Source: an optimization exercise on an open RTL-to-GDS flow (aim: small area). Production flows keep margins and buffers that such runs may drop.
At most, simulation tests tie the RTL to the original design; equivalence was not proved.
Power figures rest on the tool's default switching activity, not on a simulated workload.

==> run a <==
==> flow/design.v (excerpt) <==
module dot_product_TOP (in_vector_1, in_vector_2, clk, out_scalar);
Settings: LEC_CHECK=0, CAP_MARGIN=0, CORE_MARGIN=2, CORE_UTILIZATION=70, GPL_TIMING_DRIVEN=0, SLEW_MARGIN=0, SYNTH_HIERARCHICAL=1, SYNTH_MINIMUM_KEEP_SIZE=0; clock period 10.0 ns.
standard.sh (not shown) runs the stock make flow with config.mk's settings and CLKGATE_MAP_FILE= SYNTH_SCRIPT=/design/flow/synth_recipe.tcl, a recipe that flattens the netlist after the stock synthesis.
==> flow/flow/run.sh <==
#!/bin/bash
# The standard layout with: buf_1 port buffers, synthesis buffers removed at
# floorplan (placement is not timing driven), and a clock tree of clkbuf_4
# without dummy loads.
set -euo pipefail
export BUFFER_PORTS_ARGS="-buffer_cell sky130_fd_sc_hd__buf_1"
export REMOVE_ABC_BUFFERS=1
export CTS_ARGS="-sink_clustering_enable -repair_clock_nets -dont_use_dummy_load -buf_list sky130_fd_sc_hd__clkbuf_4"
bash standard.sh > standard.log 2>&1
==> inputs of run b, as changes to run a <==
--- a/flow/design.v
+++ b/flow/design.v
@@ -1124,116 +1124,120 @@
   wire c519;
   vd_fa u519 (.a(c472), .b(s473), .ci(c517), .s(s518), .co(c519));
   wire s520;
   wire c521;
   vd_fa u521 (.a(c474), .b(s475), .ci(c519), .s(s520), .co(c521));
   wire s522;
   wire c523;
   vd_fa u523 (.a(c476), .b(s477), .ci(c521), .s(s522), .co(c523));
-  wire s524;
-  wire c525;
-  vd_fa u525 (.a(c478), .b(s479), .ci(c523), .s(s524), .co(c525));
-  wire g526;
-  wire t527;
-  vd_gtn u527 (.an(c480), .bn(s481), .g(g526), .t(t527));
-  wire s528;
-  assign s528 = (t527 & ~g526) ^ ~c525;
-  wire c529;
-  assign c529 = g526 | (t527 & ~c525);
-  wire g530;
-  wire t531;
-  vd_gtn u531 (.an(c482), .bn(s483), .g(g530), .t(t531));
-  wire s532;
-  assign s532 = (t531 & ~g530) ^ c529;
-  wire c533;
-  assign c533 = g530 | (t531 & c529);
-  wire g534;
-  wire t535;
-  vd_gtn u535 (.an(c484), .bn(s485), .g(g534), .t(t535));
-  wire s536;
-  assign s536 = (t535 & ~g534) ^ c533;
-  wire c537;
-  assign c537 = g534 | (t535 & c533);
-  wire g538;
-  wire t539;
-  vd_gtn u539 (.an(c486), .bn(s487), .g(g538), .t(t539));
-  wire s540;
-  assign s540 = (t539 & ~g538) ^ c537;
-  wire c541;
-  assign c541 = g538 | (t539 & c537);
-  wire g542;
-  wire t543;
-  vd_gtn u543 (.an(c488), .bn(s489), .g(g542), .t(t543));
-  wire s544;
-  assign s544 = (t543 & ~g542) ^ c541;
-  wire c545;
-  assign c545 = g542 | (t543 & c541);
-  wire g546;
-  wire t547;
-  vd_gtn u547 (.an(c490), .bn(s491), .g(g546), .t(t547));
-  wire s548;
-  assign s548 = (t547 & ~g546) ^ c545;
-  wire c549;
-  assign c549 = g546 | (t547 & c545);
-  wire g550;
-  wire t551;
-  vd_gtn u551 (.an(c492), .bn(s493), .g(g550), .t(t551));
-  wire s552;
-  assign s552 = (t551 & ~g550) ^ c549;
-  wire c553;
-  assign c553 = g550 | (t551 & c549);
-  wire g554;
-  wire t555;
-  vd_gtn u555 (.an(c494), .bn(s495), .g(g554), .t(t555));
-  wire s556;
-  assign s556 = (t555 & ~g554) ^ c553;
-  wire c557;
-  assign c557 = g554 | (t555 & c553);
-  wire g558;
-  wire t559;
-  vd_gtn u559 (.an(s497), .bn(c496), .g(g558), .t(t559));
-  wire s560;
-  assign s560 = (t559 & ~g558) ^ c557;
-  wire c561;
-  assign c561 = g558 | (t559 & c557);
-  wire g562;
-  wire t563;
-  vd_gtn u563 (.an(s499), .bn(c498), .g(g562), .t(t563));
-  wire s564;
-  assign s564 = (t563 & ~g562) ^ c561;
-  wire c565;
-  assign c565 = g562 | (t563 & c561);
-  wire g566;
-  wire t567;
-  vd_gtn u567 (.an(c500), .bn(s501), .g(g566), .t(t567));
-  wire s568;
-  assign s568 = (t567 & ~g566) ^ c565;
-  wire c569;
-  assign c569 = g566 | (t567 & c565);
+  wire g524;
+  wire t525;
+  vd_gtn u525 (.an(c478), .bn(s479), .g(g524), .t(t525));
+  wire s526;
+  assign s526 = (t525 & ~g524) ^ ~c523;
+  wire c527;
+  assign c527 = g524 | (t525 & ~c523);
+  wire g528;
+  wire t529;
+  vd_gtn u529 (.an(c480), .bn(s481), .g(g528), .t(t529));
+  wire s530;
+  assign s530 = (t529 & ~g528) ^ c527;
+  wire c531;
+  assign c531 = g528 | (t529 & c527);
+  wire g532;
+  wire t533;
+  vd_gtn u533 (.an(c482), .bn(s483), .g(g532), .t(t533));
+  wire s534;
+  assign s534 = (t533 & ~g532) ^ c531;
+  wire c535;
+  assign c535 = g532 | (t533 & c531);
+  wire g536;
+  wire t537;
+  vd_gtn u537 (.an(c484), .bn(s485), .g(g536), .t(t537));
+  wire s538;
+  assign s538 = (t537 & ~g536) ^ c535;
+  wire c539;
+  assign c539 = g536 | (t537 & c535);
+  wire g540;
+  wire t541;
+  vd_gtn u541 (.an(c486), .bn(s487), .g(g540), .t(t541));
+  wire s542;
+  assign s542 = (t541 & ~g540) ^ c539;
+  wire c543;
+  assign c543 = g540 | (t541 & c539);
+  wire g544;
+  wire t545;
+  vd_gtn u545 (.an(c488), .bn(s489), .g(g544), .t(t545));
+  wire s546;
+  assign s546 = (t545 & ~g544) ^ c543;
+  wire c547;
+  assign c547 = g544 | (t545 & c543);
+  wire g548;
+  wire t549;
+  vd_gtn u549 (.an(c490), .bn(s491), .g(g548), .t(t549));
+  wire s550;
+  assign s550 = (t549 & ~g548) ^ c547;
+  wire c551;
+  assign c551 = g548 | (t549 & c547);
+  wire g552;
+  wire t553;
+  vd_gtn u553 (.an(c492), .bn(s493), .g(g552), .t(t553));
+  wire s554;
+  assign s554 = (t553 & ~g552) ^ c551;
+  wire c555;
+  assign c555 = g552 | (t553 & c551);
+  wire g556;
+  wire t557;
+  vd_gtn u557 (.an(c494), .bn(s495), .g(g556), .t(t557));
+  wire s558;
+  assign s558 = (t557 & ~g556) ^ c555;
+  wire c559;
+  assign c559 = g556 | (t557 & c555);
+  wire g560;
+  wire t561;
+  vd_gtn u561 (.an(s497), .bn(c496), .g(g560), .t(t561));
+  wire s562;
+  assign s562 = (t561 & ~g560) ^ c559;
+  wire c563;
+  assign c563 = g560 | (t561 & c559);
+  wire g564;
+  wire t565;
+  vd_gtn u565 (.an(s499), .bn(c498), .g(g564), .t(t565));
+  wire s566;
+  assign s566 = (t565 & ~g564) ^ c563;
+  wire c567;
+  assign c567 = g564 | (t565 & c563);
+  wire g568;
+  wire t569;
+  vd_gtn u569 (.an(c500), .bn(s501), .g(g568), .t(t569));
+  wire s570;
+  assign s570 = (t569 & ~g568) ^ c567;
+  wire c571;
+  assign c571 = g568 | (t569 & c567);
   wire hi = (a[11] & (|b[17:17])) | (a[12] & (|b[17:16])) | (a[13] & (|b[17:15])) | (a[14] & (|b[17:14])) | (a[15] & (|b[17:13])) | (a[16] & (|b[17:12])) | (a[17] & (|b[17:11]));
-  wire sat = hi | ~c302 | ~c304 | ~c306 | ~c398 | ~c400 | ~c450 | ~c502 | c569;
+  wire sat = hi | ~c302 | ~c304 | ~c306 | ~c398 | ~c400 | ~c450 | ~c502 | c571;
   assign t[0] = ~s512 | sat;
   assign t[1] = ~s514 | sat;
   assign t[2] = ~s516 | sat;
   assign t[3] = ~s518 | sat;
   assign t[4] = ~s520 | sat;
   assign t[5] = ~s522 | sat;
-  assign t[6] = ~s524 | sat;
-  assign t[7] = s528 | sat;
-  assign t[8] = s532 | sat;
-  assign t[9] = s536 | sat;
-  assign t[10] = s540 | sat;
-  assign t[11] = s544 | sat;
-  assign t[12] = s548 | sat;
-  assign t[13] = s552 | sat;
-  assign t[14] = s556 | sat;
-  assign t[15] = s560 | sat;
-  assign t[16] = s564 | sat;
-  assign t[17] = s568 | sat;
+  assign t[6] = s526 | sat;
+  assign t[7] = s530 | sat;
+  assign t[8] = s534 | sat;
+  assign t[9] = s538 | sat;
+  assign t[10] = s542 | sat;
+  assign t[11] = s546 | sat;
+  assign t[12] = s550 | sat;
+  assign t[13] = s554 | sat;
+  assign t[14] = s558 | sat;
+  assign t[15] = s562 | sat;
+  assign t[16] = s566 | sat;
+  assign t[17] = s570 | sat;
 endmodule
 module vd_fa (a, b, ci, s, co);
   input a, b, ci;
   output s, co;
   assign s = a ^ b ^ ci;
   assign co = (a & b) | (ci & (a ^ b));
 endmodule
 module vd_gtn (an, bn, g, t);
==> flow/config.mk (replaced) <==
export PLATFORM = sky130hd
export DESIGN_NAME = dot_product_TOP
export DESIGN_NICKNAME = dot_product_TOP
export VERILOG_FILES = /design/flow/design.v
export SDC_FILE = /design/flow/constraint.sdc
export NUM_CORES = 4
export LEC_CHECK = 0
export CAP_MARGIN = 0
export CORE_MARGIN = 2
export CORE_UTILIZATION = 85
export GPL_TIMING_DRIVEN = 0
export SLEW_MARGIN = 0
export SYNTH_HIERARCHICAL = 1
export SYNTH_MINIMUM_KEEP_SIZE = 0
==> qor summary <==
	run a	run b
Run status	finished clean	finished clean
Met2 Usage GRT	61.6%	78.5%
Area of the mapped netlist	24300 um2	24300 um2
Global-route wire length before repair	102000 um	112000 um
Capture point of the worst reg-to-reg path	stage2_out[11]	stage2_out[8]
Clock network share of area	0.271%	0.273%
Routability congestion estimate from global placement	0.892	0.934
Total length of routed wires	61500 um	67000 um
Tightest Pin Transition	1.24 ns	1.27 ns
Number of nets in the layout	3293	3332
Clock-pin slew on the worst setup and hold paths	0.08 ns	0.09 ns
Average size of a mapped cell	9.82 um2	9.70 um2
Gates resized, CTS repair	68	30
Fraction of power spent switching nets	52.3%	54.6%
Global-route met1 utilization	48.5%	58.6%
Standard cell area after detailed placement	24600 um2	24600 um2
Area fraction in compound gates after synthesis	3.14%	4.14%
Leakage	8.26 nW	8.28 nW
Clock network power	112 uW	115 uW
Final cell area excluding filler cells	24900 um2	24800 um2
No functional check of the RTL was part of run a.


==> inputs of v36 <==
dot_product_TOP, a different RTL version from the one above (not shown whole).
## dot_product_TOP
module dot_product_TOP (in_vector_1, in_vector_2, clk, out_scalar);
clock: 10.0 ns
lec_check: 0
cap_margin: 20
core_margin: 2
core_utilization: 70
slew_margin: 20
synth_hierarchical: 1
synth_minimum_keep_size: 0
==> flow/flow/run.sh <==
#!/bin/bash
# The standard layout, with the port buffers of a chosen cell.
set -euo pipefail
export BUFFER_PORTS_ARGS="-buffer_cell sky130_fd_sc_hd__buf_4"
bash standard.sh > standard.log 2>&1
==> v14 (differences from v36) <==
--- a/flow/design.v
+++ b/flow/design.v
@@ -1081,11 +1081,11 @@
   vd_fa u500 (.a(s395), .b(c446), .ci(s447), .s(s499), .co(c500));
   wire s501;
   wire c502;
   vd_fa u502 (.a(s399), .b(c448), .ci(s449), .s(s501), .co(c502));
   wire c503;
-  assign c503 = pn[1] | pn[18];
+  vd_or o503 (.a(pn[1]), .b(pn[18]), .y(c503));
   wire c504;
   assign c504 = (pn[36] & s451) | (pn[36] & c503) | (s451 & c503);
   wire c505;
   assign c505 = (c452 & s453) | (c452 & c504) | (s453 & c504);
   wire c506;
==> flow/flow/run.sh (replaced) <==
#!/bin/bash
# The standard layout, with the port buffers of a chosen cell.
set -euo pipefail
export BUFFER_PORTS_ARGS="-buffer_cell sky130_fd_sc_hd__buf_2"
bash standard.sh > standard.log 2>&1
Settings changed: CAP_MARGIN 20 to 0, SLEW_MARGIN 20 to 0.
==> summary.txt <==
Power
The leakage component of the power is 8.83 nW. Per report_power, the Combinational row totals 7.86 mW.

Routing
In the final routing, the length of wire on met1 measures 23200 um. The number of DRC violations after detailed-routing iteration 0 is 1272. The routed design has 62600 um of wire. The total met3 wirelength after detailed routing is 6660 um.

Synthesis
The synthesized netlist devotes 19.2% of its cell area to simple gates.

Outcome
The run finished with no timing, DRC or antenna violations.

Global route
Global routing consumed, on the met3 layer, 7.06% of the routing resources. The initial antenna violation count is 0.
(the above is from v36)
==> summary.txt <==
Routing
The number of DRC violations after detailed-routing iteration 0 is 1582. The met1 wire length is 23900 um. The total met3 wirelength after detailed routing is 7300 um. After detailed routing, the average wire length per cell comes to 21.6 um.

Outcome
The run finished with no timing, DRC or antenna violations.

Global route
The initial antenna violation count is 3. The met3 track demand over resource is 8.55%.

Synthesis
A synthesized cell averages 9.84 um^2.

Clocking
The clock sink count is 76.

Power
In this run, power in combinational logic comes to 7.14 mW. Ranked by power, first place goes to combinational cells. The leakage component of the power is 8.95 nW.
(the above is from v14)
No functional check of the RTL was part of v14.

[what the ideal ports hide]
The flow's constraints put no driver on any port. The routed layouts listed below were extracted and timed again, unchanged, in two steps.
Step 1 (the two cells are an assumption about what drives the block):
set clk [get_ports {clk}]
set_driving_cell -lib_cell sky130_fd_sc_hd__clkbuf_16 $clk
set_driving_cell -lib_cell sky130_fd_sc_hd__buf_2 [delete_from_list [all_inputs] $clk]
Step 2 also shifts input and output timing later by t, the mid clock arrival at the registers, as if the neighbouring blocks saw the same clock.
Three values: no drivers, after step 1, after step 2; two values: the first two.
run | shift t [ns] | setup slack, ns | worst setup path at the end
run a | 0.412 | 0.315 / 0.292 / -0.120 | input to register
run b | 0.421 | 0.203 / 0.192 / -0.229 | input to register
v36 | 0.373 | 0.415 / 0.415 / 0.415 | register to register
v14 | 0.376 | 0.459 / 0.459 / 0.236 | input to register
With both steps, setup timing fails in run a and run b, where it was met with ideal ports. The setup slack of run a, which loses most, moves by -0.023 ns with the drivers and by -0.435 ns with both steps.
